This is an optimization exercise on Yosys and OpenROAD, whose aim is small area and a short achievable clock period, not a production implementation.
Only simulation tests tie the RTL to the original design; equivalence was not proved.
Power figures rest on the tool's default switching activity, not on a simulated workload.

**constraint.sdc**
```tcl
create_clock -name core_clock -period 11.0 [get_ports {clk}]
set_input_delay 2.2000 -clock core_clock [delete_from_list [all_inputs] [get_ports {clk}]]
set_output_delay 2.2000 -clock core_clock [all_outputs]
set_load 0.01 [all_outputs]
```
**run.sh**
```bash
#!/bin/bash
# synth_recipe.tcl (not shown) runs the flow's synth.tcl, then flattens the netlist and writes it again
# the make line also repeats each setting of config.mk as NAME=value (left out here)
make -C /OpenROAD-flow-scripts/flow DESIGN_CONFIG=/design/flow/config.mk WORK_HOME=/design/flow/orfs CLKGATE_MAP_FILE= SYNTH_SCRIPT=/design/flow/synth_recipe.tcl finish
```
**design.v**
```verilog
`timescale 1ns / 1ps
module ARMcpu64(ibus, clk, reset, daddrbus, databus_in, databus_out, dwrite, iaddrbus);
    input [31:0] ibus;
    input clk, reset;
    output [63:0] daddrbus, iaddrbus;
    input [63:0] databus_in;
    output [63:0] databus_out;
    output dwrite;
    reg [63:2] pc;
    assign iaddrbus = {pc, 2'b00};
    wire if_cb_or_st = (ibus[31:24] == 8'b10110100) | (ibus[31:24] == 8'b10110101) |
                       (ibus[31:24] == 8'b01010101) | (ibus[31:24] == 8'b01010110) |
                       (ibus[31:24] == 8'b01010111) | (ibus[31:24] == 8'b01011000) |
                       (ibus[31:21] == 11'b11111000000);
    wire [4:0] if_rb = if_cb_or_st ? ibus[4:0] : ibus[20:16];
    reg [31:0] ir;
    reg [4:0]  id_rb;
    reg [63:2] id_pc;
    always @(posedge clk) begin
        ir    <= ibus;
        id_rb <= if_rb;
        id_pc <= pc;
    end
    wire [10:0] op11 = ir[31:21];
    wire [9:0]  op10 = ir[31:22];
    wire [7:0]  op8  = ir[31:24];
    wire [5:0]  op6  = ir[31:26];
    wire [8:0]  op9  = ir[31:23];
    wire i_add   = op11 == 11'b10001011000;
    wire i_adds  = op11 == 11'b10101011000;
    wire i_sub   = op11 == 11'b11001011000;
    wire i_subs  = op11 == 11'b11101011000;
    wire i_and   = op11 == 11'b10001010000;
    wire i_ands  = op11 == 11'b11101010000;
    wire i_orr   = op11 == 11'b10101010000;
    wire i_eor   = op11 == 11'b11001010000;
    wire i_lsl   = op11 == 11'b11010011011;
    wire i_lsr   = op11 == 11'b11010011010;
    wire i_ldur  = op11 == 11'b11111000010;
    wire i_stur  = op11 == 11'b11111000000;
    wire i_addi  = op10 == 10'b1001000100;
    wire i_addis = op10 == 10'b1011000100;
    wire i_subi  = op10 == 10'b1101000100;
    wire i_subis = op10 == 10'b1111000100;
    wire i_andi  = op10 == 10'b1001001000;
    wire i_andis = op10 == 10'b1111001000;
    wire i_orri  = op10 == 10'b1011001000;
    wire i_eori  = op10 == 10'b1101001000;
    wire i_movz  = op9  == 9'b110100101;
    wire i_b     = op6  == 6'b000101;
    wire i_cbz   = op8  == 8'b10110100;
    wire i_cbnz  = op8  == 8'b10110101;
    wire i_beq   = op8  == 8'b01010101;
    wire i_bne   = op8  == 8'b01010110;
    wire i_blt   = op8  == 8'b01010111;
    wire i_bge   = op8  == 8'b01011000;
    wire d_branch = i_b | i_cbz | i_cbnz | i_beq | i_bne | i_blt | i_bge;
    wire d_immI   = i_addi | i_addis | i_subi | i_subis | i_andi | i_andis | i_orri | i_eori;
    wire d_mem    = i_ldur | i_stur;
    wire d_sub    = i_sub | i_subs | i_subi | i_subis;
    wire d_flags  = i_adds | i_subs | i_ands | i_addis | i_subis | i_andis;
    wire d_fand   = i_ands | i_andis;
    wire d_sel_and = i_and | i_ands | i_andi | i_andis;
    wire d_sel_or  = i_orr | i_orri | i_movz;
    wire d_sel_xor = i_eor | i_eori;
    wire d_sel_shl = i_lsl;
    wire d_sel_shr = i_lsr;
    wire d_sel_add = ~(d_sel_and | d_sel_or | d_sel_xor | d_sel_shl | d_sel_shr);
    wire [4:0] rn = ir[9:5];
    wire [4:0] rd = ir[4:0];
    reg  [63:0] wb_data;
    reg  [4:0]  wb_rd;
    reg         wb_we;       
    reg         wb_zero;     
    reg [31*64-1:0] rf;      
    reg [30:0] rz;           
    integer k;
    always @(posedge clk) begin
        for (k = 0; k < 31; k = k + 1)
            if (wb_we && wb_rd == k) begin
                rf[64*k +: 64] <= wb_data;
                rz[k] <= wb_zero;
            end
    end
    wire [30:0] sa, sb;
    genvar gi;
    generate
        for (gi = 0; gi < 31; gi = gi + 1) begin : g_sel
            assign sa[gi] = (rn == gi);
            assign sb[gi] = (id_rb == gi);
        end
    endgenerate
    reg [63:0] rfa, rfb;
    reg        rfbz;
    always @(*) begin
        rfa  = 64'b0;
        rfb  = 64'b0;
        rfbz = 1'b0;
        for (k = 0; k < 31; k = k + 1) begin
            rfa  = rfa  | ({64{sa[k]}} & rf[64*k +: 64]);
            rfb  = rfb  | ({64{sb[k]}} & rf[64*k +: 64]);
            rfbz = rfbz | (sb[k] & rz[k]);
        end
    end
    wire byp_a = wb_we & (wb_rd == rn);
    wire byp_b = wb_we & (wb_rd == id_rb);
    wire [63:0] ra = byp_a ? wb_data : rfa;
    wire [63:0] rb = byp_b ? wb_data : rfb;
    wire        rbz = byp_b ? wb_zero : (rfbz | (id_rb == 5'd31));
    wire [63:0] movval = {ir[22:21] == 2'd3 ? ir[20:5] : 16'b0,
                          ir[22:21] == 2'd2 ? ir[20:5] : 16'b0,
                          ir[22:21] == 2'd1 ? ir[20:5] : 16'b0,
                          ir[22:21] == 2'd0 ? ir[20:5] : 16'b0};
    wire [63:0] immval = d_mem ? {{55{ir[20]}}, ir[20:12]} : {52'b0, ir[21:10]};
    reg [63:0] ra_rev;
    always @(*) for (k = 0; k < 64; k = k + 1) ra_rev[k] = ra[63-k];
    wire [63:0] opa = i_movz ? movval : (i_lsr ? ra_rev : ra);
    wire [63:0] opb0 = i_movz ? 64'b0 : ((d_immI | d_mem) ? immval : rb);
    wire [63:0] opb = d_sub ? ~opb0 : opb0;
    reg [63:0] ex_a, ex_b;
    reg [63:0] ex_sd;
    reg        ex_cin, ex_f, ex_fand;
    reg        ex_sadd, ex_sand, ex_sor, ex_sxor, ex_sshl, ex_sshr;
    reg [5:0]  ex_sh;
    reg        ex_ld, ex_st, ex_we;
    reg [4:0]  ex_rd;
    always @(posedge clk) begin
        ex_a    <= opa;
        ex_b    <= opb;
        ex_sd   <= rb;
        ex_cin  <= d_sub;
        ex_f    <= d_flags;
        ex_fand <= d_fand;
        ex_sadd <= d_sel_add;
        ex_sand <= d_sel_and;
        ex_sor  <= d_sel_or;
        ex_sxor <= d_sel_xor;
        ex_sshl <= d_sel_shl;
        ex_sshr <= d_sel_shr;
        ex_sh   <= ir[15:10];
        ex_ld   <= i_ldur;
        ex_st   <= i_stur;
        ex_we   <= ~(i_stur | d_branch) & (rd != 5'd31);
        ex_rd   <= rd;
    end
    wire [63:0] p = ex_a ^ ex_b;
    wire [63:0] g = ex_a & ex_b;
    wire [64:0] c;
    ks64 carry(.g(g), .p(p), .cin(ex_cin), .c(c));
    wire [63:0] sum = p ^ c[63:0];
    wire [63:0] shl = ex_a << ex_sh;
    reg  [63:0] shl_rev;
    always @(*) for (k = 0; k < 64; k = k + 1) shl_rev[k] = shl[63-k];
    wire [63:0] res = ({64{ex_sadd}} & sum) |
                      ({64{ex_sand}} & g) |
                      ({64{ex_sor}}  & (p | g)) |
                      ({64{ex_sxor}} & p) |
                      ({64{ex_sshl}} & shl) |
                      ({64{ex_sshr}} & shl_rev);
    wire [63:0] kk = {ex_a[62:0] | ex_b[62:0], ex_cin};
    wire zadd = &(~(p ^ kk));
    wire zand = ~|g;
    wire fz  = ex_f & (ex_fand ? zand : zadd);
    wire flt = ex_f & (ex_fand ? (g[63] ^ c[64] ^ c[63]) : (p[63] ^ c[64]));
    wire taken = i_b | (i_cbz & rbz) | (i_cbnz & ~rbz) |
                 (i_beq & fz) | (i_bne & ~fz) | (i_blt & flt) | (i_bge & ~flt);
    wire [61:0] boff = i_b ? {{36{ir[25]}}, ir[25:0]} : {{43{ir[23]}}, ir[23:5]};
    wire [63:2] target = id_pc + boff;
    wire [63:2] pc4 = pc + 62'd1;
    always @(posedge clk) begin
        if (reset)
            pc <= 62'b0;
        else if (taken)
            pc <= target;
        else
            pc <= pc4;
    end
    reg [63:0] mem_res;
    reg [63:0] mem_sd;
    reg        mem_ld, mem_st, mem_we;
    reg [4:0]  mem_rd;
    always @(posedge clk) begin
        mem_res <= res;
        mem_sd  <= ex_sd;
        mem_ld  <= ex_ld;
        mem_st  <= ex_st;
        mem_we  <= ex_we;
        mem_rd  <= ex_rd;
    end
    assign daddrbus    = mem_res;
    assign databus_out = mem_sd;
    assign dwrite      = mem_st;
    wire [63:0] wbd = mem_ld ? databus_in : mem_res;
    always @(posedge clk) begin
        wb_data <= wbd;
        wb_zero <= ~|wbd;
        wb_we   <= mem_we;
        wb_rd   <= mem_rd;
    end
endmodule
module ks64(g, p, cin, c);
    input  [63:0] g, p;
    input         cin;
    output [64:0] c;
    wire [63:0] gg [0:6];
    wire [63:0] pp [0:6];
    assign gg[0] = {g[63:1], g[0] | (p[0] & cin)};
    assign pp[0] = p;
    genvar l, i;
    generate
        for (l = 0; l < 6; l = l + 1) begin : lvl
            for (i = 0; i < 64; i = i + 1) begin : bt
                if (i >= (1 << l)) begin : comb
                    assign gg[l+1][i] = gg[l][i] | (pp[l][i] & gg[l][i - (1 << l)]);
                    assign pp[l+1][i] = pp[l][i] & pp[l][i - (1 << l)];
                end else begin : pass
                    assign gg[l+1][i] = gg[l][i];
                    assign pp[l+1][i] = pp[l][i];
                end
            end
        end
    endgenerate
    assign c = {gg[6], cin};
endmodule
```
**config.mk**
```make
export PLATFORM = sky130hd
export DESIGN_NAME = ARMcpu64
export DESIGN_NICKNAME = ARMcpu64
export VERILOG_FILES = /design/flow/design.v
export SDC_FILE = /design/flow/constraint.sdc
export NUM_CORES = 4
export LEC_CHECK = 0
export ABC_CLOCK_PERIOD_IN_PS = 3500
export CAP_MARGIN = 20
export CORE_MARGIN = 2
export CORE_UTILIZATION = 50
export PLACE_DENSITY = 0.6
export SETUP_SLACK_MARGIN = 5
export SLEW_MARGIN = 20
```
==> results of run 1 <==
## repair_timing
action / 4_1_cts / 5_1_grt
hold buffers: 0 / 0
pin swaps: 0 / 1
endpoints found under the setup margin: 3 / 50
resized for setup: 0 / 3
gates cloned: 0 / 1
## cell type report
class,instances,area (µm²),area share [%]
Antenna cell,94,235,0.177
Clock buffer,371,7870,5.91
Clock inverter,131,1540,1.15
Inverter,183,688,0.516
Multi-Input combinational cell,5604,41100,30.8
Sequential cell,2598,72200,54.2
Tap cell,3026,3790,2.84
Timing Repair Buffer,630,5870,4.40
## cell families (layout without fill, tap and decap cells)
| group | after synthesis | after routing | synth area share (%) |
|---|---|---|---|
| compound gates | 3145 | 3145 | 20.4 |
| flops | 2598 | 2598 | 62.3 |
| simple gates | 1732 | 1733 | 7.29 |
| buf+inv | 897 | 1315 | 3.02 |
| xor+xnor | 295 | 295 | 2.23 |
| mux | 236 | 236 | 2.66 |
| fa+ha+maj | 193 | 193 | 2.10 |
| other cells | 1 | 96 | 0.00324 |
## power breakdown
group	leakage (nW)	switching (mW)	total (mW)	internal [mW]
logic	17.0	4.64	6.33	1.69
clock network	4.56	4.11	9.92	5.81
registers	23.1	1.14	13.6	12.4
## worst max-delay path, delay by kind of cell (launching register included)
family	cells	cell delay [ps]
muxes	1	200
DFF	1	310
and+or+nand+nor	4	1700
buffers and inverters	3	1720
AOI/OAI and AO/OA	3	1780
## sequential cells by signal, indices dropped and copies added, names as in the netlist, 62 cells and up
register,count
mem_res,64
pc,62
wb_data,64
ex_b,64
rf,1984
mem_sd,64
ex_a,64
ex_sd,64
id_pc,62
## layer usage
layer / GRT usage [%] / vias to the layer above / part of all wire (%)
met3: 24.9 / 3394 / 19
met1: 64.7 / 50000 / 33
met2: 67.6 / 12400 / 38
met4: 37.0 / 46 / 9.4
met5: 0.816 / - / 0.11
li1: - / 37500 / -
## worst min-delay path by stage
stage / from / to / slack [ps] / cells after the start
finish: ex_rd[3]$_DFF_P_ / mem_rd[3]$_DFF_P_ / 290 / 0
global route: ex_rd[3]$_DFF_P_ / mem_rd[3]$_DFF_P_ / 310 / 0
CTS: ex_rd[3]$_DFF_P_ / mem_rd[3]$_DFF_P_ / 310 / 0
detailed placement: ex_sd[3]$_DFF_P_ / mem_sd[3]$_DFF_P_ / 310 / 0
global placement: ex_rd[2]$_DFF_P_ / mem_rd[2]$_DFF_P_ / 310 / 0
floorplan: ex_ld$_DFF_P_ / mem_ld$_DFF_P_ / 310 / 0
## metrics by stage
stage	utilization [%]	instance area [µm²]	setup slack [ps]
floorplan	-	116000	6180
global placement	53.7	123000	5120
detailed placement	53.7	124000	5080
CTS	57.8	133000	4990
global route	57.8	133000	5030
finish	57.9	133000	5010
## synthesized netlist by cell type, types with 26 or more instances
cell / n / area, µm²
a211oi_1: 73 / 548
a21o_1: 85 / 638
a21oi_1: 376 / 1880
a221oi_1: 479 / 4200
a222oi_1: 130 / 1300
a22o_1: 469 / 4110
a22oi_1: 933 / 7000
a31oi_1: 29 / 181
and3_1: 27 / 169
buf_1: 106 / 398
buf_2: 31 / 155
clkbuf_1: 556 / 2090
dfxtp_1: 583 / 11700
edfxtp_1: 2015 / 60500
ha_1: 190 / 2380
inv_1: 177 / 664
mux2_2: 83 / 935
mux2i_1: 104 / 1040
mux4_2: 49 / 1100
nand2_1: 409 / 1540
nand2b_1: 27 / 169
nand3_1: 199 / 996
nand4_1: 332 / 2080
nor2_1: 421 / 1580
nor3_1: 153 / 766
nor4_1: 55 / 344
o21ai_0: 289 / 1450
o21bai_1: 27 / 203
o221ai_1: 50 / 438
o22ai_1: 26 / 163
xnor2_1: 213 / 1870
xor2_1: 82 / 718
## layout by cell type (no fill, tap or decap), drive strengths merged, types with 78 or more instances in the layout
cell type,n
a21o,85
clkinv,78
clkbuf,371
o21ai,306
a21oi,376
dfxtp,583
nor3,154
a222oi,130
a22oi,933
xor2,82
diode,94
edfxtp,2015
a22o,469
buf,343
ha,190
nor2,423
a221oi,480
inv,190
nand4,333
clkdlybuf4s50,287
nand3,200
nand2,410
mux2i,104
xnor2,213
mux2,83
==> notes.md, run 1 <==
The core region is 230,000 µm². The number of H-tree levels is 5. In the synthesized netlist the async set-or-reset flop fraction comes to 0%. Between clock sinks in the finished design, the worst skew comes to 92.9 ps.

The die covers 236,000 µm². Yosys printed 2 warnings. The most numerous cell on the critical path is buf_4. The cell row count came out at 176.

The residual overflow from global routing is 0. The number of fill cells in the layout is 18,400. The kind of critical path is flop to flop. The number of nets at the end of the flow is 9,599.

The clock passes through at most 4 buffers. The per-instance average area after synthesis is 12.7 µm². The pin count of the biggest net entering global routing is 66.

In this run the remaining antenna-violating nets after routing total 0. The startpoint identified for the worst register-to-register timing path is ir[9]$_DFF_P_. The minimum clock period came out at 5990 ps. The total power came out at 29.8 mW. The first-pass GRT wire length came out at 822,000 µm.

Wires add up to 627,000 µm. Compared with the post-synthesis result, the final layout area differs by 15.0%. In the final timing run, aggregate negative setup slack is 0 ps. Setup violations remaining at the end of the flow were counted as 0.

The maximum single-stage delay on the critical path is 1020 ps. The reg2reg setup slack came out at 5010 ps. The number of pins with negative max-slew slack in the final report is 0. The worst ir drop on vdd is 0.195 mV. The source-to-sink clock delay at the later pin of the worst-skew pair came out at 970 ps. Post-CTS timing repair inserted 0 buffers for setup. The clock input transition at the sequential cells of the worst setup and hold paths came out at 60 ps. In the final layout, the share of cells above drive strength 1 is 11.2%. The standard cell with the maximum stage delay on the critical path is a21oi_1.

In this run the vertical extent of the chip is 485 µm. The starting DRC count in detailed routing is 25,300. The tree is rooted in a clkbuf_16.

The number of antenna violations at the first check in global routing is 68. The final clock period utilization by the worst path came out at 54.4%. In this run, CTS created clock tree buffers numbering 291.

The tightest slew margin relative to the limit is 7.29%. Of all nets on the critical path, the largest fanout is 20. The combined global-route utilization of all metal layers is 51.2%.

The signal on the critical path passes through buf_4, nand2b_1, nor2_4, buf_4, buf_4, a221oi_1, nand4_1, nor3_1, a21oi_1, mux2i_1, o21ai_0. The number of placed instances, taps included, is 12,000. The endpoint of the worst-slack reg-to-reg timing path is ex_a[29]$_DFF_P_. The number of global-route vias before repair came out at 94,000.

The die extent in x came out at 485 µm. The worst endpoint data arrival time came out at 6700 ps. The DRC violation count after routing came out at 0.

The run finished with no timing, DRC or antenna violations. The number of cell instances on the worst register-to-register path came out at 11. The final cell count without fillers is 12,600. The share of synthesized area occupied by flip-flops and latches came out at 62.3%. During placement, the flow inserted port buffers numbering 288. The first TritonRoute pass finished after 13 iterations. The top-level I/O count came out at 291. The routed layout has 103,000 vias. The final weighted congestion of routability-driven global placement is 1.09. The most used flip-flop cell after synthesis is edfxtp_1. The hold violation count in the final report came out at 0. The critical path ends at ex_a[29]$_DFF_P_.

Detailed placement finished with a half-perimeter wire length of 372,000 µm. The number of enable-type register cells in the synthesized netlist came out at 2,015. The flip-flop and latch count after synthesis came out at 2,598.

The worst hold slack across all endpoints is 291 ps. The number of different library cells used by synthesis comes to 92. In this run the power density over the cells is 224 nW/µm². The TritonCTS sink count came out at 2,598.

The via density per instance is 8.18. The min-delay analysis places its worst path in the category flop to flop. The measured slew at the worst slew-check pin came out at 1390 ps.

The startpoint kind of the worst setup timing path is a flop. The worst setup path is captured at a flop. TritonCTS built the clock tree.

After synthesis the cells add up to 116,000 µm². Setup repair after global routing left no endpoint under its margin. The tool flagged a number of max-cap violations equal to 0. The leakage power total is 44.7 nW.

The start point of the critical path is ir[9]$_DFF_P_. Static timing analysis puts the maximum clock frequency at 167 MHz. The number of standard cells after synthesis came out at 9,097.

The initial cell density of the core is 50.3%. Data on the critical path is required at its endpoint by 11,720 ps. After detailed routing, the average wire length per cell comes to 49.6 µm.
==> run 2, diff against run 1 <==
--- a/design.v
+++ b/design.v
@@ -13,13 +13,33 @@
                        (ibus[31:24] == 8'b01010111) | (ibus[31:24] == 8'b01011000) |
                        (ibus[31:21] == 11'b11111000000);
     wire [4:0] if_rb = if_cb_or_st ? ibus[4:0] : ibus[20:16];
+    wire [25:0] if_off = (ibus[31:26] == 6'b000101) ? ibus[25:0] : {{7{ibus[23]}}, ibus[23:5]};
+    wire [4:0] if_rn = ibus[9:5];
+    wire [30:0] if_sa, if_sb;
+    genvar gi;
+    generate
+        for (gi = 0; gi < 31; gi = gi + 1) begin : g_sel
+            assign if_sa[gi] = (if_rn == gi);
+            assign if_sb[gi] = (if_rb == gi);
+        end
+    endgenerate
+    reg        mem_we;
+    reg [4:0]  mem_rd;
+    wire if_byp_a = mem_we & (mem_rd == if_rn) & ~&if_rn;
+    wire if_byp_b = mem_we & (mem_rd == if_rb) & ~&if_rb;
     reg [31:0] ir;
-    reg [4:0]  id_rb;
+    reg [30:0] sa, sb;
+    reg        byp_a, byp_b;
     reg [63:2] id_pc;
-    always @(posedge clk) begin
-        ir    <= ibus;
-        id_rb <= if_rb;
-        id_pc <= pc;
+    reg [25:0] id_off;
+    always @(posedge clk) begin
+        ir     <= ibus;
+        sa     <= if_sa;
+        sb     <= if_sb;
+        byp_a  <= if_byp_a;
+        byp_b  <= if_byp_b;
+        id_pc  <= pc;
+        id_off <= if_off;
     end
     wire [10:0] op11 = ir[31:21];
     wire [9:0]  op10 = ir[31:22];
@@ -73,40 +93,30 @@
     reg         wb_we;       
     reg         wb_zero;     
     reg [31*64-1:0] rf;      
-    reg [30:0] rz;           
+    reg [30:0] rnz;          
     integer k;
     always @(posedge clk) begin
         for (k = 0; k < 31; k = k + 1)
             if (wb_we && wb_rd == k) begin
                 rf[64*k +: 64] <= wb_data;
-                rz[k] <= wb_zero;
+                rnz[k] <= ~wb_zero;
             end
     end
-    wire [30:0] sa, sb;
-    genvar gi;
-    generate
-        for (gi = 0; gi < 31; gi = gi + 1) begin : g_sel
-            assign sa[gi] = (rn == gi);
-            assign sb[gi] = (id_rb == gi);
+    reg [63:0] rfa, rfb;
+    reg        rfbnz;
+    always @(*) begin
+        rfa   = 64'b0;
+        rfb   = 64'b0;
+        rfbnz = 1'b0;
+        for (k = 0; k < 31; k = k + 1) begin
+            rfa   = rfa   | ({64{sa[k]}} & rf[64*k +: 64]);
+            rfb   = rfb   | ({64{sb[k]}} & rf[64*k +: 64]);
+            rfbnz = rfbnz | (sb[k] & rnz[k]);
         end
-    endgenerate
-    reg [63:0] rfa, rfb;
-    reg        rfbz;
-    always @(*) begin
-        rfa  = 64'b0;
-        rfb  = 64'b0;
-        rfbz = 1'b0;
-        for (k = 0; k < 31; k = k + 1) begin
-            rfa  = rfa  | ({64{sa[k]}} & rf[64*k +: 64]);
-            rfb  = rfb  | ({64{sb[k]}} & rf[64*k +: 64]);
-            rfbz = rfbz | (sb[k] & rz[k]);
-        end
-    end
-    wire byp_a = wb_we & (wb_rd == rn);
-    wire byp_b = wb_we & (wb_rd == id_rb);
+    end
     wire [63:0] ra = byp_a ? wb_data : rfa;
     wire [63:0] rb = byp_b ? wb_data : rfb;
-    wire        rbz = byp_b ? wb_zero : (rfbz | (id_rb == 5'd31));
+    wire        rbz = byp_b ? wb_zero : ~rfbnz;
     wire [63:0] movval = {ir[22:21] == 2'd3 ? ir[20:5] : 16'b0,
                           ir[22:21] == 2'd2 ? ir[20:5] : 16'b0,
                           ir[22:21] == 2'd1 ? ir[20:5] : 16'b0,
@@ -161,10 +171,10 @@
     wire zadd = &(~(p ^ kk));
     wire zand = ~|g;
     wire fz  = ex_f & (ex_fand ? zand : zadd);
-    wire flt = ex_f & (ex_fand ? (g[63] ^ c[64] ^ c[63]) : (p[63] ^ c[64]));
+    wire flt = ex_f & (c[64] ^ (ex_fand ? (g[63] ^ c[63]) : p[63]));
     wire taken = i_b | (i_cbz & rbz) | (i_cbnz & ~rbz) |
                  (i_beq & fz) | (i_bne & ~fz) | (i_blt & flt) | (i_bge & ~flt);
-    wire [61:0] boff = i_b ? {{36{ir[25]}}, ir[25:0]} : {{43{ir[23]}}, ir[23:5]};
+    wire [61:0] boff = {{36{id_off[25]}}, id_off};
     wire [63:2] target = id_pc + boff;
     wire [63:2] pc4 = pc + 62'd1;
     always @(posedge clk) begin
@@ -177,8 +187,7 @@
     end
     reg [63:0] mem_res;
     reg [63:0] mem_sd;
-    reg        mem_ld, mem_st, mem_we;
-    reg [4:0]  mem_rd;
+    reg        mem_ld, mem_st;
     always @(posedge clk) begin
         mem_res <= res;
         mem_sd  <= ex_sd;
@@ -204,7 +213,7 @@
     output [64:0] c;
     wire [63:0] gg [0:6];
     wire [63:0] pp [0:6];
-    assign gg[0] = {g[63:1], g[0] | (p[0] & cin)};
+    assign gg[0] = g;
     assign pp[0] = p;
     genvar l, i;
     generate
@@ -220,5 +229,5 @@
             end
         end
     endgenerate
-    assign c = {gg[6], cin};
+    assign c = {gg[6] | (pp[6] & {64{cin}}), cin};
 endmodule
==> flow/run.sh (new file) <==
#!/bin/bash
set -euo pipefail
export SETUP_SLACK_MARGIN=7.2
bash standard.sh > standard_flow.log 2>&1
==> standard.sh (new file) <==
#!/bin/bash
# synth_recipe.tcl (not shown) runs the flow's synth.tcl, then flattens the netlist and writes it again
# the make line also repeats each setting of config.mk as NAME=value (left out here)
make -C /OpenROAD-flow-scripts/flow DESIGN_CONFIG=/design/flow/config.mk WORK_HOME=/design/flow/orfs CLKGATE_MAP_FILE= SYNTH_SCRIPT=/design/flow/synth_recipe.tcl "${@:-finish}"
--- a/config.mk
+++ b/config.mk
@@ -5,10 +5,9 @@
 export SDC_FILE = /design/flow/constraint.sdc
 export NUM_CORES = 4
 export LEC_CHECK = 0
-export ABC_CLOCK_PERIOD_IN_PS = 3500
 export CAP_MARGIN = 20
 export CORE_MARGIN = 2
 export CORE_UTILIZATION = 50
 export PLACE_DENSITY = 0.6
-export SETUP_SLACK_MARGIN = 5
 export SLEW_MARGIN = 20
+export TNS_END_PERCENT = 5
removed: run.sh
==> run 2 against run 1 <==
Net effect: final area up 2.8%; die area rose by 2.1%; first-iteration DRC count fell by 8.6%; cell count up 2.2%; worst hold slack better by 31 ps; core utilization grew 0.29 points; critical path type unchanged.
==> notes.md, run 2 <==
The finished cells cover 137,000 µm². The top cell types in the final layout, fill and taps aside, are 2,015 x edfxtp_1, 711 x a22oi_1, 651 x a221oi_1. The highest achievable clock rate came out at 219 MHz.

edfxtp_1 is the most common cell in the netlist. The final clock period utilization by the worst path is 41.5%. The residual overflow from global routing is 0. The via density per instance is 8.06. The count of buffers inserted at the top-level ports came out at 288.

At the end of the flow, the number of nets in the layout was 9,762. The detailed router finished its first iteration with 23,100 violations. Leaving out filler cells and counting taps, the final layout contains 12,900. The setup skew after layout came out at 86.7 ps. The number of standard cells after synthesis came out at 9,274.

Counting flops per register, the top entry is rf. In this run the horizontal extent of the chip is 491 µm. The cell that appears most often on the critical path is buf_4.

The total routed wire length on the met1 layer came out at 211,000 µm. The clock network accounts for 34.0% of the total power. The top routing layer in use is met5. The routed wire length on met3 is 116,000 µm.

For this design the ratio of total power to cell area is 220 nW/µm². The TritonCTS sink count came out at 2,682. The number of antenna violations at the first check in global routing was 80. STA classifies the critical path startpoint as a flop. The setup path with the least slack is of type flop to flop. Traced cell by cell, the critical path runs through buf_4, buf_4, a22oi_1, nand3_1, nor3_1, a21oi_1, o21ai_0, xnor2_1. Measured in cells, the most critical reg-to-reg path has a length of 8.

The cell area after placement came out at 125,000 µm². The worst endpoint data arrival time came out at 5350 ps. The net load switching power is 9.71 mW. The initial cell density of the core is 50.3%. The maximum single-stage delay on the critical path is 880 ps.

The detailed route wirelength on metal2 came out at 249,000 µm. The max capacitance violation total came out at 0. In the final timing run, aggregate negative setup slack is 0 ps. Entering global routing, the biggest net connects 83 pins. Summed over all layers, the routed wires come to 634,000 µm. The standard cell with the maximum stage delay on the critical path is a21oi_1. The die covers 241,000 µm². The area fraction of the dominant cell type after synthesis came out at 51.1%. The count of final setup violators came out at 0. Net switching is 32.3% of the power. The number of pins with negative max-slew slack in the final report was 0. The first-pass GRT wire length came out at 833,000 µm. The top-level I/O count is 291.

The path class of the lowest-slack min-delay path is flop to flop. The proportion of layout cells with a drive suffix above 1 is 14.0%. The measured slew at the worst slew-check pin came out at 1390 ps.

The combined global-route utilization of all metal layers came out at 50.7%. In this run the critical register-to-register path is captured at ex_b[23]$_DFF_P_. The total iterations of the first detailed-routing run came out at 9. The largest fanout on the critical path came out at 25.

The most used flip-flop cell after synthesis is edfxtp_1. The flip-flop and latch count after synthesis came out at 2,682. For hold timing, the worst endpoint is mem_sd[60]$_DFF_P_. The number of global-route vias before repair is 95,000. By area the synthesized netlist is led by edfxtp_1 51%, dfxtp_1 11%, a221oi_1 4.8%, a22o_1 4.8%, a22oi_1 4.5%. In this design, the largest share of critical-path delay is due to buffers and inverters.

The total power is 30.1 mW. The clock tree from TritonCTS is yes. The unique cell type count in the Yosys netlist is 94. Buffers inserted during clock tree synthesis total 300.

The per-cell routed wire length is 49.1 µm. The per-instance average area after synthesis is 12.8 µm². The worst ir drop on vdd came out at 0.174 mV.

The register with the most flip-flops in the layout has 1,984 of them. The leakage power total came out at 47.0 nW. The internal portion of the total power is 20.4 mW.

The HPWL after detailed placement is 373,000 µm. The DRC violation count after routing came out at 0. The run finished with no timing, DRC or antenna violations.

After synthesis, the share of flip-flops with an asynchronous set or reset is 0%. The worst setup slack after placement is 5010 ps. The minimum setup slack in the final design came out at 6440 ps. STA classifies the critical path endpoint as a flop. The count of nets left with antenna violations once routing finished came out at 0. The placed cell count is 12,300. The reg2reg setup slack came out at 6440 ps.

The worst hold path depth came out at 0. Leaving out fill and tap cells, the most frequent cell in the layout is edfxtp_1. The root buffer cell chosen for the clock tree is clkbuf_16. The standard cell core area came out at 235,000 µm².

The total number of yosys warnings came out at 2. The origin of the worst min-delay path is ex_sd[60]$_DFF_P_. The worst register-to-register path begins at sb[22]$_DFF_P_.

The synthesized netlist occupies a cell area of 118,000 µm². The hold violation count in the final report is 0. The share of the Yosys chip area taken by registers is 62.4%. The endpoint required time on the critical path is 11,790 ps.

The number of H-tree levels is 5. After clock tree synthesis, the clock-pin slew on the worst setup and hold paths is 60 ps. The smallest clock period supported by the final layout is computed as 4560 ps.

The part of the power in registers is 47.1%. The chip height came out at 491 µm. The clock passes through at most 4 buffers. Compared with the post-synthesis result, the final layout area differs by 15.7%. Setup repair after global routing could not meet its margin everywhere.

Counting instances in the post-synthesis netlist gives the leading cell types as 2,015 x edfxtp_1, 711 x a22oi_1, 667 x dfxtp_1. The routed layout has 104,000 vias. The cell row count came out at 178. The total buffers and inverters traversed by the critical path is 2.

The part of the power in combinational logic is 18.9%. The synthesized design contains 2,015 enable-type register cells. The worst pin sits at a relative slew slack of 7.13%. The final weighted congestion of routability-driven global placement is 1.05. The biggest area contributor in the post-synthesis netlist is edfxtp_1. The source-to-sink clock delay at the later pin of the worst-skew pair is 1010 ps.
## run 2: timing repair
| item | CTS | global route |
|---|---|---|
| pin swaps | 30 | 28 |
| resized for setup | 373 | 103 |
| buffers inserted | 36 | 21 |
| hold endpoints to repair | 0 | 0 |
| hold buffers | 0 | 0 |
| cloned | 1 | 1 |
| endpoints found under the setup margin | 414 | 526 |
## run 2: power groups by stage
stage	clock network (mW)	logic (mW)	registers, mW
floorplan	0	2.15	13.8
global placement	0	5.14	14.2
detailed placement	0	5.09	14.3
CTS	10.2	5.25	14.1
global route	10.6	5.66	14.2
finish	10.2	5.69	14.2
## run 2: kinds of logic (layout without fill, tap and decap cells)
logic type      after synthesis  after routing  synth area share (%)
compound gates             3177           3177                  20.1
xor+xnor                    277            277                  2.05
mux                         326            326                  3.40
buf+inv                     977           1401                  3.15
fa+ha+maj                   192            192                  2.04
other cells                   1             67               0.00317
flops                      2682           2682                  62.4
simple gates               1642           1642                  6.84
## run 2: stage by stage
step / hold WS (ps) / utilization [%]
finish: 322 / 58.2
global route: 326 / 58.1
CTS: 313 / 57.8
detailed placement: 312 / 53.2
global placement: 310 / 53.2
floorplan: 310 / -
## run 2: routing by layer
| metal | track usage, % | vias to the layer above |
|---|---|---|
| li1 | - | 37900 |
| met1 | 62.4 | 50400 |
| met2 | 68.7 | 12200 |
| met3 | 25.6 | 3496 |
| met4 | 35.0 | 52 |
| met5 | 0.417 | - |
## run 2: layout make-up
class | instances | area, µm²
clock buffer | 384 | 8230
multi-input combinational | 5616 | 42100
inverter | 253 | 963
tap | 3150 | 3940
antenna | 65 | 163
sequential | 2682 | 74300
fill | 18900 | 98400
timing repair buffer | 619 | 5790
clock inverter | 145 | 1530
## run 2: worst register-to-register path, stage by stage, from the launching register on
cell	delay, ps
dfxtp_4	780
buf_4	870
buf_4	760
a22oi_1	180
nand3_1	150
nor3_1	80
a21oi_1	880
o21ai_0	450
xnor2_1	250
## run 2: worst max-delay path by stage
stage | from | end | cells past startpoint
after CTS | mem_sd[33]$_DFF_P_ | databus_out[33] | 1
after floorplan | ibus[23] | byp_b$_DFF_P_ | 10
after global placement | ex_a[35]$_DFF_P_ | pc[3]$_SDFF_PP0_ | 14
final | sb[22]$_DFF_P_ | ex_b[23]$_DFF_P_ | 8
after detailed placement | ex_a[35]$_DFF_P_ | pc[2]$_SDFF_PP0_ | 14
after global routing | ibus[22] | byp_b$_DFF_P_ | 10
==> run 3, diff against run 2 <==
--- a/design.v
+++ b/design.v
@@ -23,21 +23,14 @@
             assign if_sb[gi] = (if_rb == gi);
         end
     endgenerate
-    reg        mem_we;
-    reg [4:0]  mem_rd;
-    wire if_byp_a = mem_we & (mem_rd == if_rn) & ~&if_rn;
-    wire if_byp_b = mem_we & (mem_rd == if_rb) & ~&if_rb;
     reg [31:0] ir;
     reg [30:0] sa, sb;
-    reg        byp_a, byp_b;
     reg [63:2] id_pc;
     reg [25:0] id_off;
     always @(posedge clk) begin
         ir     <= ibus;
         sa     <= if_sa;
         sb     <= if_sb;
-        byp_a  <= if_byp_a;
-        byp_b  <= if_byp_b;
         id_pc  <= pc;
         id_off <= if_off;
     end
@@ -88,18 +81,19 @@
     wire d_sel_add = ~(d_sel_and | d_sel_or | d_sel_xor | d_sel_shl | d_sel_shr);
     wire [4:0] rn = ir[9:5];
     wire [4:0] rd = ir[4:0];
-    reg  [63:0] wb_data;
-    reg  [4:0]  wb_rd;
-    reg         wb_we;       
-    reg         wb_zero;     
+    reg         mem_ld, mem_st, mem_we;    
+    reg [4:0]   mem_rd;
+    reg [63:0]  mem_res;
+    wire [63:0] wbd = mem_ld ? databus_in : mem_res;
+    wire        wbnz = |wbd;
     reg [31*64-1:0] rf;      
     reg [30:0] rnz;          
     integer k;
     always @(posedge clk) begin
         for (k = 0; k < 31; k = k + 1)
-            if (wb_we && wb_rd == k) begin
-                rf[64*k +: 64] <= wb_data;
-                rnz[k] <= ~wb_zero;
+            if (mem_we && mem_rd == k) begin
+                rf[64*k +: 64] <= wbd;
+                rnz[k] <= wbnz;
             end
     end
     reg [63:0] rfa, rfb;
@@ -114,9 +108,9 @@
             rfbnz = rfbnz | (sb[k] & rnz[k]);
         end
     end
-    wire [63:0] ra = byp_a ? wb_data : rfa;
-    wire [63:0] rb = byp_b ? wb_data : rfb;
-    wire        rbz = byp_b ? wb_zero : ~rfbnz;
+    wire [63:0] ra = rfa;
+    wire [63:0] rb = rfb;
+    wire        rbz = ~rfbnz;
     wire [63:0] movval = {ir[22:21] == 2'd3 ? ir[20:5] : 16'b0,
                           ir[22:21] == 2'd2 ? ir[20:5] : 16'b0,
                           ir[22:21] == 2'd1 ? ir[20:5] : 16'b0,
@@ -185,9 +179,7 @@
         else
             pc <= pc4;
     end
-    reg [63:0] mem_res;
     reg [63:0] mem_sd;
-    reg        mem_ld, mem_st;
     always @(posedge clk) begin
         mem_res <= res;
         mem_sd  <= ex_sd;
@@ -199,13 +191,6 @@
     assign daddrbus    = mem_res;
     assign databus_out = mem_sd;
     assign dwrite      = mem_st;
-    wire [63:0] wbd = mem_ld ? databus_in : mem_res;
-    always @(posedge clk) begin
-        wb_data <= wbd;
-        wb_zero <= ~|wbd;
-        wb_we   <= mem_we;
-        wb_rd   <= mem_rd;
-    end
 endmodule
 module ks64(g, p, cin, c);
     input  [63:0] g, p;
==> flow/run.sh (replaced) <==
#!/bin/bash
set -euo pipefail
export SETUP_SLACK_MARGIN=7.3
export BUFFER_PORTS_ARGS="-buffer_cell sky130_fd_sc_hd__buf_2"
bash standard.sh > standard_flow.log 2>&1
--- a/config.mk
+++ b/config.mk
@@ -8,6 +8,7 @@
 export CAP_MARGIN = 20
 export CORE_MARGIN = 2
 export CORE_UTILIZATION = 50
+export CTS_BUF_LIST = sky130_fd_sc_hd__clkbuf_8
 export PLACE_DENSITY = 0.6
 export SLEW_MARGIN = 20
 export TNS_END_PERCENT = 5
==> run 3 against run 2 <==
Net effect: largest cell class unchanged; still clean; highest routed layer unchanged; clock skew is 2.0 ps lower; total power decreased by 10%; sequential cell count decreased by 73.
==> notes.md, run 3 <==
The run finished with no timing, DRC or antenna violations. The total number of yosys warnings is 2. Hold timing on the final database bottoms out at a slack of 316 ps. The per-cell routed wire length came out at 47.5 µm. The final weighted congestion of routability-driven global placement came out at 1.03. The count of final setup violators came out at 0. The routed layout has 101,000 vias. Row generation in the floorplan step produced 176 rows. The part of the power in registers came out at 47.2%. Clock-pin slew was measured on the worst setup and hold paths at 70 ps.

Compared with the post-synthesis result, the final layout area differs by 14.2%. 291 I/O pins were placed. The starting DRC count in detailed routing came out at 24,300.

The DRC violation count after routing came out at 0. Setup repair after global routing could not meet its margin everywhere. The source-to-sink clock delay at the later pin of the worst-skew pair came out at 1190 ps. The origin of the worst min-delay path is ex_sd[23]$_DFF_P_. The startpoint identified for the worst register-to-register timing path is sb[5]$_DFF_P_.

Leaving out fill and tap cells, the most frequent cells in the layout are 2,015 x edfxtp_1, 1,348 x a22oi_1, 458 x nand3_1. The layout has 18,800 filler cells. The register with the most flip-flops in the layout has 1,984 of them.

Measured in cells, the most critical reg-to-reg path has a length of 7. Counting tap cells, the placed design contains a total of 11,800 instances. Sequential elements use 62.9% of the synthesized area. Yosys instantiated no cell more often than edfxtp_1.

STA puts the critical path data required time at 12,000 ps. Internal power comes to 18.1 mW. The setup skew after layout came out at 84.6 ps.

The die area is 234,000 µm². The worst ir drop on vdd is 0.209 mV. After synthesis, the largest family of logic cells by area is compound AO/OA/AOI/OAI gates.

The number of global-route vias before repair came to 93,800. TritonCTS built the clock tree. The worst endpoint data arrival time came out at 5450 ps.

The H-tree was split into 5 levels. The total iterations of the first detailed-routing run is 12. The final clock period utilization by the worst path is 40.5%. The standard cell core area is 229,000 µm². The count of buffers inserted at the top-level ports is 288. The leakage power total is 45.2 nW. The post-synthesis simple-gate area fraction is 7.52%. By area the synthesized netlist is led by edfxtp_1 53%, dfxtp_1 10%, a22oi_1 8.8%, ha_1 2.1%, a221oi_1 2.0%. The largest fanout on the critical path is 27.

The switching part of the total is 33.0%. Entering global routing, the biggest net connects 77 pins. The number of nets at the end of the flow came out at 9,539. The number of enable-type register cells in the synthesized netlist came out at 2,015.

The final design utilization came out at 57.2%. The chip height is 484 µm. The synthesized netlist devotes 19.2% of its cell area to compound gates. The worst setup path is of the flop to flop kind.

Summed over all layers, the routed wires come to 603,000 µm. The ratio of total power to cell area came out at 206 nW/µm². The portion of netlist area occupied by mux cells came out at 3.19%.

After Yosys synthesis, XOR and XNOR cells account for 2.09% of the synthesized area. The die extent in x is 484 µm. The finished cells cover 131,000 µm².

The startpoint kind of the worst setup timing path is a flop. After Yosys synthesis, full adders, half adders and majority gates account for 2.10% of the synthesized area. The net load switching power is 8.94 mW. The proportion of layout cells with a drive suffix above 1 came out at 19.2%. The tightest slew margin relative to the limit is 12.0%. The tree is rooted in a clkbuf_8. The clock drives 2,609 sinks.

Counting the buffers created by CTS gives 432. The endpoint identified for the worst register-to-register timing path is ex_b[42]$_DFF_P_. For this run, asynchronously set or reset flops after synthesis account for 0%. Global routing consumed, over all layers together, 49.7% of the routing resources. The routed design could run at a clock period as short as 4450 ps. The total negative slack is 0 ps. The part of the power in combinational logic is 21.4%. The max capacitance violation total is 0. The sink of the worst hold path is mem_sd[23]$_DFF_P_. Each instance of the synthesized netlist takes up on average 12.9 µm². Of all cell types, the one taking the most synthesized area is edfxtp_1. Counting flops per register, the top entry is rf. The placed instances occupy a cell area of 120,000 µm². In the synthesized netlist the dominant register cell turns out to be edfxtp_1.

The number of antenna violations at the first check in global routing was 77. Once the floorplan was initialized, standard cells occupied 50.1% of the core. The first-pass GRT wire length came out at 797,000 µm. In this run, post-CTS hold repair placed 0 buffers. The area fraction of the dominant cell type after synthesis is 52.6%. Setup slack on the worst reg-to-reg path comes out at 6550 ps. The netlist area before placement is 115,000 µm².

The number of pins with negative max-slew slack in the final report is 0. The library cell used most frequently in the layout, excluding fill and tap cells, is edfxtp_1. The path class of the tightest hold or removal check is flop to flop. The measured slew at the worst slew-check pin is 1320 ps.

The residual overflow from global routing came out at 0. The post-route antenna net violation count came out at 0. The highest achievable clock rate is 225 MHz.

The unique cell type count in the Yosys netlist came out at 87. STA classifies the critical path endpoint as a flop. The final cell count without fillers came out at 12,700. The worst hold path depth came out at 0.

The maximum number of buffers from clock root to sink came out at 4. Detailed placement finished with a half-perimeter wire length of 353,000 µm. Counting flops and latches in the post-synthesis netlist gives 2,609. The hold violation count in the final report is 0. The share of total power dissipated in the clock network is 31.4%. By count the netlist is led by 2,015 x edfxtp_1, 1,349 x a22oi_1, 594 x dfxtp_1. Synthesis handed over a netlist of 8,892 instances. After detailed routing, the number of vias per cell comes to 7.96.
run 3: cell families after synthesis:
logic type,count (synthesis)
compound gates,2925
buf+inv,880
flops,2609
fa+ha+maj,192
xor+xnor,275
other cells,1
simple gates,1721
mux,289
run 3: how the worst max path moves through the flow:
| stage | to | start | cells past startpoint | slack [ps] |
|---|---|---|---|---|
| final | ex_b[42]$_DFF_P_ | sb[5]$_DFF_P_ | 7 | 6550 |
| after global routing | mem_res[62]$_DFF_P_ | ex_a[7]$_DFF_P_ | 13 | 6950 |
| after CTS | iaddrbus[28] | pc[28]$_SDFF_PP0_ | 1 | 7070 |
| after detailed placement | pc[21]$_SDFF_PP0_ | ex_a[39]$_DFF_P_ | 14 | 5420 |
| after global placement | pc[30]$_SDFF_PP0_ | ex_a[37]$_DFF_P_ | 14 | 5470 |
| after floorplan | rf[192]$_DFFE_PP_ | mem_rd[2]$_DFF_P_ | 3 | 7000 |
run 3: per-stage QoR:
stage	worst slack, ps	power, mW
floorplan	7000	15.2
global placement	5470	17.9
detailed placement	5420	17.9
CTS	7070	26.5
global route	6950	27.5
finish	6550	27.1
run 3: worst max-delay path: stages, from the launching register on:
cell,delay (ps)
dfxtp_4,660
buf_4,780
buf_4,740
a22oi_1,250
nand4_1,150
or4_1,770
o21ai_0,520
xnor2_1,240
run 3: what timing repair did:
item	4_1_cts	5_1_grt
endpoints found under the hold margin	0	0
gates resized for setup	460	64
endpoints found under the setup margin	474	628
pin swaps	51	21
gates cloned	12	2
buffers inserted	69	7
run 3: layout make-up:
| type | instances | area [µm²] | share of cell area (%) |
|---|---|---|---|
| timing repair buffer | 609 | 4380 | 3.34 |
| multi-input combinational | 5408 | 41000 | 31.2 |
| tap | 3026 | 3790 | 2.88 |
| antenna | 100 | 250 | 0.191 |
| clock inverter | 317 | 1970 | 1.50 |
| clock buffer | 454 | 6250 | 4.76 |
| sequential | 2609 | 73000 | 55.6 |
| inverter | 189 | 716 | 0.545 |
run 3: power groups by stage:
stage / registers [mW] / clock network [mW] / logic [mW]
6_report: 12.8 / 8.51 / 5.78
5_1_grt: 12.8 / 8.90 / 5.78
4_1_cts: 12.8 / 8.44 / 5.29
3_5_place_dp: 12.9 / 0 / 4.99
3_3_place_gp: 12.9 / 0 / 4.99
2_1_floorplan: 12.8 / 0 / 2.43
run 3: metal layers:
layer | track usage [%] | wire, µm | vias up
li1 | - | - | 36900
met1 | 61.4 | 200000 | 48700
met2 | 67.3 | 235000 | 12200
met3 | 26.0 | 116000 | 3320
met4 | 32.8 | 51700 | 52
met5 | 0.653 | 609 | -
==> run 4, diff against run 3 <==
--- a/design.v
+++ b/design.v
@@ -12,7 +12,6 @@
                        (ibus[31:24] == 8'b01010101) | (ibus[31:24] == 8'b01010110) |
                        (ibus[31:24] == 8'b01010111) | (ibus[31:24] == 8'b01011000) |
                        (ibus[31:21] == 11'b11111000000);
-    wire [4:0] if_rb = if_cb_or_st ? ibus[4:0] : ibus[20:16];
     wire [25:0] if_off = (ibus[31:26] == 6'b000101) ? ibus[25:0] : {{7{ibus[23]}}, ibus[23:5]};
     wire [4:0] if_rn = ibus[9:5];
     wire [30:0] if_sa, if_sb;
@@ -20,7 +19,7 @@
     generate
         for (gi = 0; gi < 31; gi = gi + 1) begin : g_sel
             assign if_sa[gi] = (if_rn == gi);
-            assign if_sb[gi] = (if_rb == gi);
+            assign if_sb[gi] = if_cb_or_st ? (ibus[4:0] == gi) : (ibus[20:16] == gi);
         end
     endgenerate
     reg [31:0] ir;
@@ -165,19 +164,22 @@
     wire zadd = &(~(p ^ kk));
     wire zand = ~|g;
     wire fz  = ex_f & (ex_fand ? zand : zadd);
-    wire flt = ex_f & (c[64] ^ (ex_fand ? (g[63] ^ c[63]) : p[63]));
-    wire taken = i_b | (i_cbz & rbz) | (i_cbnz & ~rbz) |
-                 (i_beq & fz) | (i_bne & ~fz) | (i_blt & flt) | (i_bge & ~flt);
+    wire x_lt = ex_fand ? (g[63] ^ c[63]) : p[63];        
+    wire t_oth = i_b | (i_cbz & rbz) | (i_cbnz & ~rbz) | (i_beq & fz) | (i_bne & ~fz);
+    wire flt1 = ex_f & ~x_lt;
+    wire flt0 = ex_f & x_lt;
+    wire taken1 = t_oth | (i_blt & flt1) | (i_bge & ~flt1);
+    wire taken0 = t_oth | (i_blt & flt0) | (i_bge & ~flt0);
     wire [61:0] boff = {{36{id_off[25]}}, id_off};
     wire [63:2] target = id_pc + boff;
     wire [63:2] pc4 = pc + 62'd1;
+    wire [63:2] npc1 = taken1 ? target : pc4;
+    wire [63:2] npc0 = taken0 ? target : pc4;
     always @(posedge clk) begin
         if (reset)
             pc <= 62'b0;
-        else if (taken)
-            pc <= target;
         else
-            pc <= pc4;
+            pc <= c[64] ? npc1 : npc0;
     end
     reg [63:0] mem_sd;
     always @(posedge clk) begin
--- a/config.mk
+++ b/config.mk
@@ -11,4 +11,3 @@
 export CTS_BUF_LIST = sky130_fd_sc_hd__clkbuf_8
 export PLACE_DENSITY = 0.6
 export SLEW_MARGIN = 20
-export TNS_END_PERCENT = 5
==> run 4 against run 3 <==
Net effect: still clean; die area about the same; clock skew down 9.0 ps; clock-buffer cell count rose by 3; fmax grew 8.6%; sequential share of layout area fell by 1.1 points; first-iteration DRC count increased by 1.7%; non-clock buffer count up 99; critical path depth unchanged.
==> notes.md, run 4 <==
The worst setup path is of the flop to flop kind. Leaving out fill and tap cells, the most frequent cell in the layout is edfxtp_1. After detailed routing, the number of remaining DRC violations is 0. The die area is 234,000 µm².

The clock passes through at most 4 buffers. The endpoint required time on the critical path is 11,910 ps. The startpoint of the worst-slack reg-to-reg timing path is sa[15]$_DFF_P_. With fillers left out, the area of the finished cells amounts to 134,000 µm². After synthesis, flip-flops and latches occupy 62.9% of the total area. The minimum setup slack in the final design is 6900 ps.

The residual overflow from global routing is 0. For this run, the top clock speed supported by timing is 244 MHz. The post-route netlist has 21.7% of its cells at a drive strength greater than 1.

The max capacitance violation total is 0. TritonCTS built the clock tree. Data arrives at the worst endpoint at 5010 ps.

In this run the critical register-to-register path is captured at ex_a[52]$_DFF_P_. The count of buffers inserted at the top-level ports came out at 288. The fraction of registers with async set/reset is 0%.

The number of clock buffers inserted by TritonCTS is 425. After the first detailed-routing iteration, the DRC count stood at 24,700. At the end of routability-driven placement, the weighted congestion stood at 1.05. The worst setup path is captured at a flop. In this run the worst hold path is classified as flop to flop. The via density per instance is 8.03.

The final clock period utilization by the worst path is 37.3%. The path with the worst hold slack has its endpoint at mem_sd[10]$_DFF_P_. The worst hold slack across all endpoints came out at 286 ps. The area fraction of the dominant cell type after synthesis is 52.6%. Setup repair after global routing could not meet its margin everywhere. The number of antenna violations at the first check in global routing came to 80.

The first-pass GRT wire length is 817,000 µm. The setup skew after layout is 75.7 ps. After synthesis, the most frequently instantiated cells are 2,015 x edfxtp_1, 1,338 x a22oi_1, 594 x dfxtp_1. The total negative slack came out at 0 ps. The pin count of the biggest net entering global routing came out at 78. The cell area after placement came out at 120,000 µm². The register with the most flip-flops in the final layout is rf. The standard cell core area came out at 229,000 µm². The detailed-placement wirelength estimate is 360,000 µm. The startpoint kind of the worst setup timing path is a flop.

The die extent in x is 484 µm. The per-instance average area after synthesis is 12.9 µm². Counting cells, the worst reg-to-reg path comes to 7. The worst hold path passes through 0 cells.

The per-cell routed wire length came out at 48.9 µm. IR analysis of the VDD net gives a maximum drop of 0.293 mV. In the layout the commonest cells are 2,015 x edfxtp_1, 1,336 x a22oi_1, 458 x nand3_1. The unique cell type count in the Yosys netlist is 95. In this run the static leakage power is 46.3 nW. The number of H-tree levels is 5. After the last flow step, the layout net total stands at 9,619. The largest fanout on the critical path is 29. After synthesis, the cell types taking the most area are edfxtp_1 53%, dfxtp_1 10%, a22oi_1 8.7%, ha_1 2.1%, a221oi_1 2.1%. The placed cell count is 11,700.

The worst hold path begins at ex_sd[10]$_DFF_P_. The initial cell density of the core came out at 50.2%. For this block, the routed nets add up to 624,000 µm of wire. The top-level I/O count came out at 291. For this run, the leading register cell type out of synthesis is edfxtp_1. The number of pins with negative max-slew slack in the final report came to 0. The TritonCTS sink count came out at 2,609.

The ratio of total power to cell area came out at 221 nW/µm². The register with the most flip-flops in the layout has 1,984 of them. The hold violation count in the final report came to 0.

The minimum clock period is 4100 ps. The flow ran to the end and the layout has no timing, DRC or antenna violations. The tightest slew margin relative to the limit is 14.8%. Total power for the finished layout comes to 29.7 mW.

Among all cell types in the netlist, the one instantiated most often is edfxtp_1. The count of final setup violators is 0. For the pin with the worst max-slew slack, the measured transition is 1280 ps. The cell row count came out at 176.

The number of standard cells after synthesis came out at 8,884. Cells fill 58.6% of the core in the end. The chip height is 484 µm. The via count came out at 102,000. The flip-flop and latch count after synthesis came out at 2,609. At the later pin of the worst-skew pair, clock insertion delay measures 1170 ps. The number of global-route vias before repair came out at 93,700.

The combined global-route utilization of all metal layers came out at 51.2%. The post-route antenna net violation count came out at 0. In this run the cell area of the synthesized design comes to 115,000 µm².

The final cell count without fillers came out at 12,800. The reg2reg setup slack is 6900 ps. The number of enable-type register cells in the synthesized netlist came out at 2,015. The leading area contributor after synthesis is edfxtp_1. The total number of yosys warnings is 2.

The clock input transition at the sequential cells of the worst setup and hold paths is 70 ps. The total iterations of the first detailed-routing run is 11. The worst setup slack after placement came out at 5550 ps.

The cell at the root of the clock tree is clkbuf_8. The growth of design area from synthesis to finish came out at 16.8%.
## run 4: changes by cell type in the layout (fill, tap and decap cells not counted), moves of 21 or more
cell	delta
buf_6	+193
diode_2	-29
xor2_1	+38
dfxtp_1	-92
nand2_1	-27
xnor2_1	-70
nand4_1	+21
buf_4	+37
buf_2	-155
dfxtp_2	+73
## run 4: worst max-delay path by stage
stage | from | to | slack [ps] | cells after the start
global placement | ex_a[3]$_DFF_P_ | pc[56]$_SDFF_PP0_ | 5480 | 12
CTS | mem_res[34]$_DFF_P_ | daddrbus[34] | 7080 | 1
floorplan | mem_rd[2]$_DFF_P_ | rf[192]$_DFFE_PP_ | 7000 | 3
global route | ex_a[33]$_DFF_P_ | pc[51]$_SDFF_PP0_ | 7100 | 17
detailed placement | ex_a[19]$_DFF_P_ | pc[55]$_SDFF_PP0_ | 5550 | 14
finish | sa[15]$_DFF_P_ | ex_a[52]$_DFF_P_ | 6900 | 7
## run 4: kinds of logic (layout without fill, tap and decap cells)
group	count (synthesis)	after routing	share of synthesized area (%)
buffers and inverters	879	1648	2.98
DFF	2609	2609	62.9
other	1	73	0.00326
and+or+nand+nor	1722	1722	7.64
xor gates and xnor gates	272	272	2.07
muxes	270	270	2.99
adders and majority gates	192	192	2.10
AOI/OAI and AO/OA	2939	2939	19.3
## run 4: worst max-delay path: stages, from the launching register on
cell and delay [ps]:
dfxtp_4 870, buf_4 570, buf_6 640, a22oi_1 150
nand4_1 120, or4_1 410, mux2i_1 250, o21ai_0 810
## run 4: what timing repair did
item	CTS	global route
endpoints found under the setup margin	560	390
hold buffers	0	0
gates resized for setup	790	195
cloned	8	8
pin swaps	74	80
buffers inserted	133	43
## run 4: metal layers
layer	part of all wire [%]	vias to the layer above	routed length, µm	GRT usage, %
met2	39	12300	242000	69.3
met4	8.7	62	54100	32.9
met3	19	3358	117000	25.8
li1	-	37100	-	-
met5	0.090	-	563	0.408
met1	34	49600	210000	64.3
## run 4: area by class of cell
| class | count | area (µm²) |
|---|---|---|
| Antenna cell | 71 | 178 |
| Clock buffer | 457 | 6290 |
| Clock inverter | 295 | 1950 |
| Fill cell | 18500 | 94900 |
| Inverter | 188 | 726 |
| Multi-Input combinational cell | 5397 | 41800 |
| Sequential cell | 2609 | 73100 |
| Tap cell | 3026 | 3790 |
| Timing Repair Buffer | 708 | 6520 |
## run 4: report_power, final
| group | switching [mW] | internal [mW] |
|---|---|---|
| clock network | 4.13 | 4.43 |
| registers | 0.587 | 12.5 |
| logic | 5.48 | 2.53 |
==> run 5, diff against run 4 <==
--- a/config.mk
+++ b/config.mk
@@ -9,5 +9,7 @@
 export CORE_MARGIN = 2
 export CORE_UTILIZATION = 50
 export CTS_BUF_LIST = sky130_fd_sc_hd__clkbuf_8
+export CTS_CLUSTER_SIZE = 25
 export PLACE_DENSITY = 0.6
 export SLEW_MARGIN = 20
+export TNS_END_PERCENT = 40
==> run 5 against run 4 <==
Net effect: critical path type unchanged; fmax rose by 0.73%; final area fell by 0.73%; still clean on timing, DRC and antenna; area after synthesis unchanged; clock skew is 9.8 ps higher; sequential share of layout area increased by 0.35 points.
==> notes.md, run 5 <==
The area fraction of the dominant cell type after synthesis is 52.6%. Setup repair after global routing could not meet its margin everywhere. The number of enable-type register cells in the synthesized netlist came out at 2,015. The register with the most flip-flops in the final layout is rf.

The DRC violation count after routing is 0. The placed cell count came out at 11,700. The maximum number of buffers from clock root to sink is 4. The die is 484 µm wide.

After detailed routing, the average wire length per cell comes to 47.3 µm. The setup skew after layout came out at 85.5 ps. The part of the power in combinational logic came out at 25.6%.

The sink of the worst hold path is mem_sd[14]$_DFF_P_. The hold violation count in the final report is 0. The number of antenna violations at the first check in global routing is 81. The first-pass GRT wire length came out at 793,000 µm. The tightest slew margin relative to the limit came out at 14.7%. The chip height is 484 µm. During synthesis, Yosys emitted a total of 2 warnings. The via density per instance is 7.99. The fraction of registers with async set/reset is 0%. Leaving out fill and tap cells, the most frequent cells in the layout are 2,015 x edfxtp_1, 1,336 x a22oi_1, 468 x clkbuf_8. The growth of design area from synthesis to finish came out at 15.9%. The number of global-route vias before repair came to 93,200. The path class of the tightest hold or removal check is flop to flop. The netlist area before placement came out at 115,000 µm². Ranked by instance count, the synthesized netlist is headed by 2,015 x edfxtp_1, 1,338 x a22oi_1, 594 x dfxtp_1. The congestion estimate from routability-driven global placement came to 1.07. The max capacitance violation total is 0.

STA classifies the critical path endpoint as a flop. The total negative slack came out at 0 ps. The number of H-tree levels is 5. The post-route antenna net violation count came out at 0. The number of nets at the end of the flow is 9,596. The number of pins with negative max-slew slack in the final report came out at 0. The startpoint kind of the worst setup timing path is a flop. The number of hold-repair buffers added at the cts stage is 0.

Summing over every cut layer, the via total after detailed routing is 102,000. The total iterations of the first detailed-routing run is 14. The largest fanout on the critical path came out at 25.

The measured slew at the worst slew-check pin came out at 1280 ps. The top-level I/O count came out at 291. The clock input transition at the sequential cells of the worst setup and hold paths is 70 ps. The final layout contains routed wiring with a total length of 602,000 µm. The detailed-placement wirelength estimate is 346,000 µm. edfxtp_1 takes more of the synthesized area than any other cell. The count of buffers inserted at the top-level ports came out at 288. After filler insertion, the fill cell instance count of the layout stands at 18,500.

The combined global-route utilization of all metal layers is 49.3%. The startpoint identified for the worst hold timing path is ex_sd[14]$_DFF_P_. The highest achievable clock rate is 246 MHz. The standard cell core area is 229,000 µm². The initialized floorplan defines 176 standard-cell rows. After layout, the minimum clock period comes to 4070 ps. The worst hold slack across all endpoints is 315 ps.

The endpoint required time on the critical path is 12,020 ps. The TritonCTS sink count came out at 2,609. Leaving out filler cells and counting taps, the final layout contains 12,700. In this run switching power makes up 33.8% of total power. The run finished with no timing, DRC or antenna violations. In this run the critical register-to-register path is launched from sb[25]$_DFF_P_. Clock tree synthesis selected as its root buffer the cell clkbuf_8.

The design internal power is 19.4 mW. The final clock period utilization by the worst path came out at 37.0%. The number of clock buffers inserted by TritonCTS is 430.

The kind of critical path is flop to flop. The clock network fraction of design power is 29.8%. The number of cell instances on the worst register-to-register path came out at 7. The flip-flop count of the largest register, all copies and words added is 1,984. The clock tree from TritonCTS is yes. For this block, the initial DRC count from the detailed router was 25,000. The die area is 234,000 µm². Registers are responsible for 44.6% of the overall power.

The share of synthesized area occupied by flip-flops and latches came out at 62.9%. The net load switching power came out at 9.93 mW. The leakage power total came out at 46.0 nW. The worst ir drop on vdd is 0.241 mV. Dividing total power by cell area gives a power density of 220 nW/µm². Yosys attributes the largest share of cell area to edfxtp_1 53%, dfxtp_1 10%, a22oi_1 8.7%, ha_1 2.1%, a221oi_1 2.1%. The proportion of layout cells with a drive suffix above 1 is 20.3%.

The library cell used most frequently in the layout, excluding fill and tap cells, is edfxtp_1. The most common cell in the synthesized netlist is edfxtp_1. Data on the critical path arrives at its endpoint at 5090 ps. The reg2reg setup slack is 6930 ps. The number of standard cells after synthesis is 8,884. Setup violations remaining at the end of the flow were counted as 0. The endpoint of the worst-slack reg-to-reg timing path is ex_b[46]$_DFF_P_. The unique cell type count in the Yosys netlist is 95. The per-instance average area after synthesis is 12.9 µm². The initial cell density of the core came out at 50.2%. The pin count of the biggest net entering global routing came out at 78. The residual overflow from global routing came out at 0. The source-to-sink clock delay at the later pin of the worst-skew pair is 1200 ps. In the synthesized netlist the dominant register cell turns out to be edfxtp_1. Counting instances, the worst hold path has a depth of 0. The flip-flop and latch count after synthesis came out at 2,609.
run 5: final cells by class:
type | instances | area [µm²] | area share, %
timing repair buffer | 678 | 5840 | 4.38
sequential | 2609 | 73100 | 54.8
inverter | 188 | 721 | 0.540
antenna | 63 | 158 | 0.118
clock inverter | 302 | 2090 | 1.56
tap | 3026 | 3790 | 2.84
clock buffer | 468 | 6440 | 4.83
multi-input combinational | 5399 | 41300 | 31.0
run 5: repair_timing:
action	CTS	global route
resized for setup	431	319
setup buffers	58	99
pin swaps	32	57
cloned	6	10
endpoints found under the setup margin	445	493
run 5: worst max-delay path by stage:
stage                      startpoint                 to  slack (ps)  cells after the start
floorplan           mem_rd[2]$_DFF_P_  rf[192]$_DFFE_PP_        7000                      3
finish                 sb[25]$_DFF_P_   ex_b[46]$_DFF_P_        6930                      7
global route         ex_a[17]$_DFF_P_  pc[50]$_SDFF_PP0_        7040                     15
detailed placement   ex_a[40]$_DFF_P_  pc[48]$_SDFF_PP0_        5500                     14
global placement       databus_in[27]  rnz[15]$_DFFE_PP_        5620                      6
CTS                 pc[11]$_SDFF_PP0_       iaddrbus[11]        7060                      1
run 5: logic make-up (layout without fill, tap and decap cells):
kind of cell | count (synthesis) | count (layout) | synth area share [%]
flops | 2609 | 2609 | 62.9
other cells | 1 | 65 | 0.00326
fa+ha+maj | 192 | 192 | 2.10
buf+inv | 879 | 1636 | 2.98
simple gates | 1722 | 1723 | 7.64
xor+xnor | 272 | 272 | 2.07
mux | 270 | 270 | 2.99
compound gates | 2939 | 2940 | 19.3
run 5: worst max-delay path, cell delays in order, from the launching register on:
cell and delay, ps:
dfxtp_4 870, buf_4 760, buf_4 660, a221oi_1 190
nand3_1 110, or4_1 840, o21ai_0 220, xnor2_1 170
run 5: routing by layer:
metal	share of wire [%]	global-route usage, %	up-vias	routed length (µm)
li1	-	-	37000	-
met1	33	61.9	49300	200000
met2	39	66.7	12200	235000
met5	0.12	1.12	-	743
met4	8.6	32.6	48	51500
met3	19	24.3	3228	114000
run 5: stage by stage:
stage	setup slack (ps)	utilization (%)	power [mW]	cell area [µm²]
after floorplan	7000	-	16.2	115000
after global placement	5620	52.3	19.1	120000
after detailed placement	5500	52.4	19.2	120000
after CTS	7060	57.2	28.2	131000
after global routing	7040	58.1	29.8	133000
final	6930	58.2	29.4	133000
run 5: power groups by stage:
stage | clock network [mW] | logic, mW | registers [mW]
4_1_cts | 8.68 | 6.54 | 13.0
6_report | 8.76 | 7.53 | 13.1
3_3_place_gp | 0 | 5.96 | 13.2
3_5_place_dp | 0 | 5.98 | 13.2
2_1_floorplan | 0 | 3.14 | 13.0
5_1_grt | 9.11 | 7.59 | 13.1

## separate check: timing with driven ports
No port has a modelled driver above. Below, the same layouts with a new extraction and two added sets of constraints. Step 1, drivers: a clkbuf_16 drives clk and a buf_2 each remaining input, both assumed. Step 2 also shifts input and output timing later by t, the mid clock arrival at the registers, as if the neighbouring blocks saw the same clock. Three values: no drivers, after step 1, after step 2; two values: the first two.
| run | t, ns | slack for setup (ns) | hold WS [ns] |
|---|---|---|---|
| run 1 | 1.027 | 5.013 / 5.013 / 5.013 | 0.291 / 0.291 / 0.291 |
| run 2 | 1.079 | 6.436 / 6.436 / 6.028 | 0.322 / 0.322 / 0.322 |
| run 3 | 1.243 | 6.549 / 6.549 / 5.856 | 0.316 / 0.316 / 0.316 |
| run 4 | 1.230 | 6.901 / 6.901 / 6.132 | 0.286 / 0.286 / 0.286 |
| run 5 | 1.260 | 6.931 / 6.931 / 5.941 | 0.315 / 0.315 / 0.315 |
After both steps every run listed still meets setup and hold. For run 5, which loses most, drivers alone change the setup slack by 0.000 ns; drivers and shift together by -0.990 ns.
